What follows belongs to an exercise in optimizing a design on an open flow for small area, a short achievable clock period and few clock cycles per item; a production flow would make more cautious choices.
In this exercise RTL edits were held to simulation tests only and were not proved equivalent to the original.

## flow/run.sh

```bash
#!/bin/bash
# synth_recipe.tcl (not shown) runs the flow's synth.tcl, then flattens the netlist and writes it again
# the make line also repeats each setting of config.mk as NAME=value (left out here)
make -C /OpenROAD-flow-scripts/flow DESIGN_CONFIG=/design/flow/config.mk WORK_HOME=/design/flow/orfs CLKGATE_MAP_FILE= SYNTH_SCRIPT=/design/flow/synth_recipe.tcl finish
```

## flow/config.mk

```make
export PLATFORM = sky130hd
export DESIGN_NAME = sha_256
export DESIGN_NICKNAME = sha_256
export VERILOG_FILES = /design/flow/design.v
export SDC_FILE = /design/flow/constraint.sdc
export NUM_CORES = 4
export LEC_CHECK = 0
export CAP_MARGIN = 20
export CORE_MARGIN = 2
export CORE_UTILIZATION = 40
export SLEW_MARGIN = 20
```

## flow/constraint.sdc

```tcl
create_clock -name core_clock -period 10.0 [get_ports {i_clk}]
set_input_delay 2.0000 -clock core_clock [delete_from_list [all_inputs] [get_ports {i_clk}]]
set_output_delay 2.0000 -clock core_clock [all_outputs]
set_load 0.01 [all_outputs]
```

## flow/design.v

```verilog
module sha256_counter_i (
    input wire        i_clk,
    input wire        i_rst,
    input wire        clr_i,
    input wire        cnt_i_en,
    output reg [7:0]  i
);
    always @(posedge i_clk or negedge i_rst) begin
        if (!i_rst) begin
            i <= 0;
        end else begin
            if (clr_i) i <= 0;
            else if (cnt_i_en) i <= i + 8'd1;
            else i <= i;
        end
    end
endmodule
module sha256_counter_j (
    input wire        i_clk,
    input wire        i_rst,
    input wire        clr_j,
    input wire        cnt_j_en,
    output reg [6:0]  j
);
    always @(posedge i_clk or negedge i_rst) begin
        if (!i_rst) begin
            j <= 0;
        end else begin
            if (clr_j) j <= 0;
            else if (cnt_j_en) j <= j + 7'd1;
            else j <= j;
        end
    end
endmodule
module sha256_functions (
    input  wire [6:0]  j,
    output reg  [31:0] k_j
);
    always @(*) begin
        case (j)
            7'd0: k_j = 32'h428a2f98;
            7'd1: k_j = 32'h71374491;
            7'd2: k_j = 32'hb5c0fbcf;
            7'd3: k_j = 32'he9b5dba5;
            7'd4: k_j = 32'h3956c25b;
            7'd5: k_j = 32'h59f111f1;
            7'd6: k_j = 32'h923f82a4;
            7'd7: k_j = 32'hab1c5ed5;
            7'd8: k_j = 32'hd807aa98;
            7'd9: k_j = 32'h12835b01;
            7'd10: k_j = 32'h243185be;
            7'd11: k_j = 32'h550c7dc3;
            7'd12: k_j = 32'h72be5d74;
            7'd13: k_j = 32'h80deb1fe;
            7'd14: k_j = 32'h9bdc06a7;
            7'd15: k_j = 32'hc19bf174;
            7'd16: k_j = 32'he49b69c1;
            7'd17: k_j = 32'hefbe4786;
            7'd18: k_j = 32'h0fc19dc6;
            7'd19: k_j = 32'h240ca1cc;
            7'd20: k_j = 32'h2de92c6f;
            7'd21: k_j = 32'h4a7484aa;
            7'd22: k_j = 32'h5cb0a9dc;
            7'd23: k_j = 32'h76f988da;
            7'd24: k_j = 32'h983e5152;
            7'd25: k_j = 32'ha831c66d;
            7'd26: k_j = 32'hb00327c8;
            7'd27: k_j = 32'hbf597fc7;
            7'd28: k_j = 32'hc6e00bf3;
            7'd29: k_j = 32'hd5a79147;
            7'd30: k_j = 32'h06ca6351;
            7'd31: k_j = 32'h14292967;
            7'd32: k_j = 32'h27b70a85;
            7'd33: k_j = 32'h2e1b2138;
            7'd34: k_j = 32'h4d2c6dfc;
            7'd35: k_j = 32'h53380d13;
            7'd36: k_j = 32'h650a7354;
            7'd37: k_j = 32'h766a0abb;
            7'd38: k_j = 32'h81c2c92e;
            7'd39: k_j = 32'h92722c85;
            7'd40: k_j = 32'ha2bfe8a1;
            7'd41: k_j = 32'ha81a664b;
            7'd42: k_j = 32'hc24b8b70;
            7'd43: k_j = 32'hc76c51a3;
            7'd44: k_j = 32'hd192e819;
            7'd45: k_j = 32'hd6990624;
            7'd46: k_j = 32'hf40e3585;
            7'd47: k_j = 32'h106aa070;
            7'd48: k_j = 32'h19a4c116;
            7'd49: k_j = 32'h1e376c08;
            7'd50: k_j = 32'h2748774c;
            7'd51: k_j = 32'h34b0bcb5;
            7'd52: k_j = 32'h391c0cb3;
            7'd53: k_j = 32'h4ed8aa4a;
            7'd54: k_j = 32'h5b9cca4f;
            7'd55: k_j = 32'h682e6ff3;
            7'd56: k_j = 32'h748f82ee;
            7'd57: k_j = 32'h78a5636f;
            7'd58: k_j = 32'h84c87814;
            7'd59: k_j = 32'h8cc70208;
            7'd60: k_j = 32'h90befffa;
            7'd61: k_j = 32'ha4506ceb;
            7'd62: k_j = 32'hbef9a3f7;
            7'd63: k_j = 32'hc67178f2;
            default: k_j = 32'h00000000;
        endcase
    end
endmodule
module sha256_scheduler (
    input wire clk,
    input wire rst,
    input wire [511:0] i_block,
    input wire i_enable,
    output reg [31:0] W_out
);
    parameter  IDLE = 2'd0,
               LOAD = 2'd1,
               GEN  = 2'd2; 
    wire [31:0] w_new;
    reg [1:0] state, next_state;
    reg [511:0] i_block_reg;
    reg [31:0] w_mem [0:15];
    reg [5:0] j;
    assign w_new = sigma1(w_mem[14]) + w_mem[9] + sigma0(w_mem[1]) + w_mem[0];
    function [31:0] sigma0(input [31:0] x);
        sigma0 = {x[6:0], x[31:7]} ^ {x[17:0], x[31:18]} ^ (x >> 3);
    endfunction
    function [31:0] sigma1(input [31:0] x);
        sigma1 = {x[16:0], x[31:17]} ^ {x[18:0], x[31:19]} ^ (x >> 10);
    endfunction
    always @(*) begin
        next_state = state;
        case (state)
            IDLE: begin
                if (i_enable) next_state = LOAD;
            end
            LOAD: begin
                if (j == 6'd15) begin
                    next_state = GEN;
                end;
            end
            GEN: begin
                if (j == 6'd63) begin
                    next_state = IDLE;
                end
            end
            default: next_state = state;
        endcase
    end
    always @(posedge clk or negedge rst) begin
        if (!rst) begin
            state <= IDLE;
            j <= 0;
            W_out <= 0;
            i_block_reg <= 0;
            w_mem[0]  <= 0;
            w_mem[1]  <= 0;
            w_mem[2]  <= 0;
            w_mem[3]  <= 0;
            w_mem[4]  <= 0;
            w_mem[5]  <= 0;
            w_mem[6]  <= 0;
            w_mem[7]  <= 0;
            w_mem[8]  <= 0;
            w_mem[9]  <= 0;
            w_mem[10] <= 0;
            w_mem[11] <= 0;
            w_mem[12] <= 0;
            w_mem[13] <= 0;
            w_mem[14] <= 0;
            w_mem[15] <= 0;
        end else begin
            state <= next_state;
            i_block_reg <= i_block;
            case (state)
                IDLE: begin
                    j <= 0;
                    W_out <= 0;
                end
                LOAD: begin
                    w_mem[j] <= i_block_reg[511 - j*32 -: 32];
                    W_out <= i_block_reg[511 - j*32 -: 32];
                    j <= j + 1;
                end
                GEN: begin
                    W_out <= w_new;
                    w_mem[0] <= w_mem[1];
                    w_mem[1] <= w_mem[2];
                    w_mem[2] <= w_mem[3];
                    w_mem[3] <= w_mem[4];
                    w_mem[4] <= w_mem[5];
                    w_mem[5] <= w_mem[6];
                    w_mem[6] <= w_mem[7];
                    w_mem[7] <= w_mem[8];
                    w_mem[8] <= w_mem[9];
                    w_mem[9] <= w_mem[10];
                    w_mem[10] <= w_mem[11];
                    w_mem[11] <= w_mem[12];
                    w_mem[12] <= w_mem[13];
                    w_mem[13] <= w_mem[14];
                    w_mem[14] <= w_mem[15];
                    w_mem[15] <= w_new;
                    if (j < 63) begin
                        j <= j + 1;
                    end
                end
                default: state <= next_state;
            endcase
        end
    end
    reg [60:0] display;
    always @(*) begin
        case(state)
            IDLE: display = "IDLE";
            LOAD: display = "LOAD";
            GEN:  display = "GEN ";
            default: display = "UNKNOW";
        endcase
    end
endmodule
module sha_256(
    input wire i_clk,
    input wire i_rst,
    input wire i_enable,
    input [511:0] i_data,
    input [7:0] i_N,
    output reg [255:0] o_data,
    output reg o_done
);
    parameter IDLE = 2'd0,
              INITIAL = 2'd1,
              COMPRESS = 2'd2,
              FINISH = 2'd3;  
    reg [1:0] state, next_state;
    reg [31:0] a,b,c,d,e,f,g,h;
    reg [31:0] H [0:7];
    reg cnt_j_en, cnt_i_en;
    reg clr_j, clr_i;
    wire [31:0] w_out;
    wire [31:0] k_j;
    wire [6:0] counter_j;
    wire [7:0] counter_i;
    reg  [7:0] n_reg;
    wire [31:0] t1;
    wire [31:0] t2;
    wire last_blk = (counter_i == n_reg);
    sha256_counter_j u_counter_j(
        .i_clk(i_clk),
        .i_rst(i_rst),
        .clr_j(clr_j),
        .cnt_j_en(cnt_j_en),
        .j(counter_j)
    );
    sha256_counter_i u_counter_i(
        .i_clk(i_clk),
        .i_rst(i_rst),
        .clr_i(clr_i),
        .cnt_i_en(cnt_i_en),
        .i(counter_i)
    );
    sha256_scheduler u_scheduler(
        .clk(i_clk),
        .rst(i_rst),
        .i_block(i_data),
        .i_enable(i_enable),
        .W_out(w_out)
    );
    sha256_functions u_functions (
        .j(counter_j),
        .k_j(k_j)
    );
    always @(*) begin
        clr_j   = 0;
        clr_i   = 0;
        cnt_i_en = 0;
        cnt_j_en = 0;
        next_state = state;
        case(state)
            IDLE: begin
                clr_j = 1;
                clr_i = 1;
                if (i_enable) next_state = INITIAL;
            end
            INITIAL: begin
                next_state = COMPRESS;
                cnt_i_en = 1;
            end
            COMPRESS: begin
                cnt_j_en = 1;
                if (counter_j == 7'd64) begin
                    next_state = FINISH;
                    clr_j = 1;
                    cnt_j_en = 0;
                end
            end
            FINISH: begin
                if (last_blk) clr_i = 1;
                if (i_enable) next_state = INITIAL;
                else if(last_blk) next_state = IDLE;
            end
            default: next_state = state;
        endcase
    end
    always@(posedge i_clk or negedge i_rst) begin
        if(!i_rst) begin
            state <= IDLE;
            a <= 0; b <= 0; c <= 0; d <= 0; e <= 0; f <= 0; g <= 0; h <= 0;
            o_done <= 0;
            o_data <= 0;
            n_reg <= 0;
            H[0] <= 32'h6a09e667;
            H[1] <= 32'hbb67ae85;
            H[2] <= 32'h3c6ef372;
            H[3] <= 32'ha54ff53a;
            H[4] <= 32'h510e527f;
            H[5] <= 32'h9b05688c;
            H[6] <= 32'h1f83d9ab;
            H[7] <= 32'h5be0cd19;
        end else begin
            state <= next_state;
            case(state)
                IDLE: begin
                    o_done <= 1;
                    a <= H[0]; b <= H[1];
                    c <= H[2]; d <= H[3];
                    e <= H[4]; f <= H[5];
                    g <= H[6]; h <= H[7];
                    if (i_enable) begin
                        o_done <= 0;
                        n_reg <= i_N;
                    end
                    state <= next_state;
                end
                INITIAL: begin
                    o_done <= 0;
                    a <= H[0]; b <= H[1];
                    c <= H[2]; d <= H[3];
                    e <= H[4]; f <= H[5];
                    g <= H[6]; h <= H[7];
                    state <= next_state;
                end
                COMPRESS: begin
                    a <= t1 + t2;
                    b <= a;
                    c <= b;
                    d <= c;
                    e <= d + t1;
                    f <= e;
                    g <= f;
                    h <= g;
                    if (counter_j == 7'd64) begin
                        o_done <= 1;
                        H[0] <= a + H[0];
                        H[1] <= b + H[1];
                        H[2] <= c + H[2];
                        H[3] <= d + H[3];
                        H[4] <= e + H[4];
                        H[5] <= f + H[5];
                        H[6] <= g + H[6];
                        H[7] <= h + H[7];
                        if (last_blk) begin
                            o_data <= {
                                a + H[0],
                                b + H[1],
                                c + H[2],
                                d + H[3],
                                e + H[4],
                                f + H[5],
                                g + H[6],
                                h + H[7]
                            };
                        end
                    end 
                    state <= next_state;
                end
                FINISH: begin
                    if (i_enable) begin
                        o_done <= 0;
                        if (last_blk) n_reg <= i_N;
                    end
                    if (last_blk) begin
                        H[0] <= 32'h6a09e667;
                        H[1] <= 32'hbb67ae85;
                        H[2] <= 32'h3c6ef372;
                        H[3] <= 32'ha54ff53a;
                        H[4] <= 32'h510e527f;
                        H[5] <= 32'h9b05688c;
                        H[6] <= 32'h1f83d9ab;
                        H[7] <= 32'h5be0cd19;
                    end
                    state <= next_state;
                end
            endcase
        end
    end
    function [31:0] CH(input [31:0] e, f, g);
        CH = (e & f) ^ (~e & g);
    endfunction
    function [31:0] MAJ(input [31:0] a, b, c);
        MAJ = (a & b) ^ (a & c) ^ (b & c);
    endfunction
    function [31:0] SIG0(input [31:0] x);
        SIG0 = {x[1:0], x[31:2]} ^ {x[12:0], x[31:13]} ^ {x[21:0], x[31:22]};
    endfunction
    function [31:0] SIG1(input [31:0] x);
        SIG1 = {x[5:0], x[31:6]} ^ {x[10:0], x[31:11]} ^ {x[24:0], x[31:25]};
    endfunction
    assign t1 = h + SIG1(e) + CH(e, f, g) + k_j + w_out;
    assign t2 = SIG0(a) + MAJ(a, b, c);
    reg[8*8:0] DISPLAY;
    always@(*) begin
        case(state) 
            IDLE: DISPLAY = "IDLE";
            INITIAL: DISPLAY = "INITIAL";
            COMPRESS: DISPLAY = "COMPRESS";
            FINISH: DISPLAY = "FINISH";
            default: DISPLAY = "UNKNOW";
        endcase
    end
endmodule
```

==> notes.md <==
## per-layer routing
layer	vias up	GRT usage, %
met5	-	0
met4	12	12.4
met3	527	4.16
met2	2662	47.9
met1	39300	39.0
li1	35000	-
## worst max-delay path by stage
stage / startpoint / end / depth (start not counted)
6_report: u_counter_j.j[1] / a[31] / 41
4_1_cts: u_counter_j.j[0] / a[31] / 41
5_1_grt: u_counter_j.j[1] / a[31] / 41
3_3_place_gp: u_counter_j.j[0] / a[31] / 41
2_1_floorplan: u_counter_j.j[0] / a[31] / 39
3_5_place_dp: u_counter_j.j[0] / a[31] / 41
## through the flow
stage	hold slack, ns	util (%)	cell area (µm²)
4_1_cts	0.479	48.2	119000
6_report	0.476	48.3	119000
3_3_place_gp	0.454	45.3	112000
3_5_place_dp	0.467	45.3	112000
5_1_grt	0.499	48.3	119000
2_1_floorplan	0.439	-	99400
## final cells by class
class,instances,area (µm²)
fillers,22800,127000
multi-input cells,6644,48900
flip-flops and latches,1858,46700
repair buffers,1076,10300
clock buffers,285,5770
well taps,3312,4140
inverters,481,1810
clock inverters,94,1400
diodes,36,90.1
## logic make-up after synthesis
family          share of synthesized area [%]
mux                                      9.03
flops                                    47.0
xor+xnor                                 5.42
fa+ha+maj                                9.06
compound gates                           17.2
simple gates                             8.10
buf+inv                                  4.19
## timing repair
item	in CTS	in global routing
setup endpoints to repair	0	6
gates resized for setup	0	8
setup buffers	0	2
endpoints found under the hold margin	0	0
## cells in the final DEF, fill, tap and decap left out, types with 178 or more instances in the layout
cell type / synthesis / routed
ha_1: 406 / 401
nor2_1: 809 / 796
nand2_1: 640 / 640
inv_1: 478 / 477
buf_4: 2 / 281
a21oi_1: 1324 / 1323
mux2i_1: 247 / 247
xnor2_1: 402 / 402
xor2_1: 208 / 208
dfrtp_1: 1722 / 1714
o21ai_0: 617 / 614
mux2_2: 259 / 259
clkdlybuf4s50_1: 0 / 778
clkbuf_16: 0 / 202
a21o_1: 178 / 178
fa_1: 195 / 195
==> impl_metrics.json <==
{
  "crit_path_end_kind": "register",
  "grt_pass1_vias": 77100,
  "grt_first_pass_wirelength_um": 544000,
  "critical_path.max_fanout": 11,
  "route.met2.wl_um": 177000,
  "coreArea_um2": 246000,
  "top_layer_used": "met5",
  "numCtsBuffers": 202,
  "worst-r2r-cell-count": 41,
  "grt_usage_pct": 29.3,
  "min_period_ns": 9.43,
  "syn_inst": 9593,
  "syn_nets": 10700,
  "drive_gt1_share_pct": 12.2,
  "antenna_found_initial": 37,
  "htree_levels": 4,
  "maxCapViolCount": 0,
  "synth_top_area_cell": "dfrtp_1",
  "r2r-end": "a[31]",
  "ys.flop_type": "dfrtp_1",
  "synth_area_leaders": "dfrtp_1 (43%), a21oi_1 (6.7%), ha_1 (5.1%)",
  "yosysWarnings": 7,
  "async_flop_share_pct": 100,
  "fin_nets": 11400,
  "rsz0062_at_grt": "no",
  "worst_path_most_repeated_cell": "inv_1",
  "clkSinkCount": 1858,
  "clk_latency_ns": 0.94,
  "cp_data_required_time_ns": 10.69,
  "dr_wl_met3_um": 21800,
  "yosysSeqAreaShare_pct": 47.0,
  "arrival_ns": 10.12,
  "area_growth_pct": 19.7,
  "dp_cells": 13400,
  "clkTransAtPathRegs_ns": 0.07,
  "cpLargestDelayFamily": "compound AO/OA/AOI/OAI gates",
  "drc": 0,
  "worstReg2RegStart": "u_counter_j.j[1]",
  "max-slew-margin-rel_pct": 21.5,
  "hold_path_class": "reg2reg",
  "start_util_pct": 40.3,
  "dp_hpwl_um": 284000,
  "grt_max_degree": 243,
  "fin_ws_ns": 0.568,
  "rows": 182,
  "globalplace.congestion": 0.972,
  "setup_tns_ns": 0,
  "post-route-period-util_pct": 94.3,
  "routed_wl_um": 374000,
  "synth_most_common_cell": "dfrtp_1",
  "finalNonFillerCells": 13800,
  "dp_slack_ns": 0.366,
  "tightest_slew_ns": 1.17,
  "ios": 780,
  "drt-initial-drc-count": 7069,
  "wl_met1_um": 157000,
  "vias": 77500,
  "antenna_left": 0,
  "synth-edff-count": 0,
  "min_to": "u_scheduler.W_out[11]",
  "synth_area_per_cell_um2": 10.4,
  "die_h_um": 502,
  "drt_first_pass_iters": 7,
  "tritoncts": "done",
  "synth_top_area_share_pct": 43.4,
  "hold_start": "u_scheduler.W_out[11]",
  "cp-start-kind": "register",
  "io_buffer_count": 779,
  "wl_per_cell_um": 27.1,
  "vias_per_cell": 5.62,
  "skew_ns": 0.130,
  "die-width_um": 502,
  "status": "timing/DRC/antenna clean",
  "hold_viol_final": 0,
  "setup_viol": 0,
  "drv_slew": 0,
  "ctsHoldBuffers": 0,
  "max_stage_delay_ns": 0.52,
  "ys_types": 86,
  "rrSetupSlack_ns": 0.57,
  "synth_common_cells": "dfrtp_1 (1,722), a21oi_1 (1,324), nor2_1 (809), nand2_1 (640), o21ai_0 (617)",
  "cp_slowest_cell": "fa_1",
  "cts_buffer_depth": 3,
  "max_freq_mhz": 106,
  "ys_ff_latch": 1858,
  "crit_type": "reg2reg",
  "cp.buffers_inverters": 9,
  "die_area_um2": 252000,
  "root_buffer": "clkbuf_16",
  "overflow": 0,
  "min_path_cells": 1,
  "syn-cell-area_um2": 99400
}
Testbench counts, summed over its fixed seeds: cycles 32,763, blocks 489.

[what the ideal ports hide]
In the flow no input, the clock included, has a driving cell. The finished layout below was timed again as built, in two steps. Step 1 sets driving cells, clkbuf_16 on the clock port and buf_2 on the other inputs (assumed; they add their load-dependent delay and slew). Step 2, shift: input delay + t, output delay - t, t = (earliest + latest rising clock arrival at the registers) / 2. This alone moves slack from input paths to output paths. Slacks: ideal ports / drivers / drivers and shift; pairs: ideal ports / drivers.
t (ns): 0.968
setup WS [ns]: 0.568 / 0.568 / 0.568
worst register clock-pin slew, ns: 0.07 / 0.07
After both steps this run still meets setup and hold. For this run, drivers alone change the setup slack by 0.000 ns; drivers and shift together by 0.000 ns.
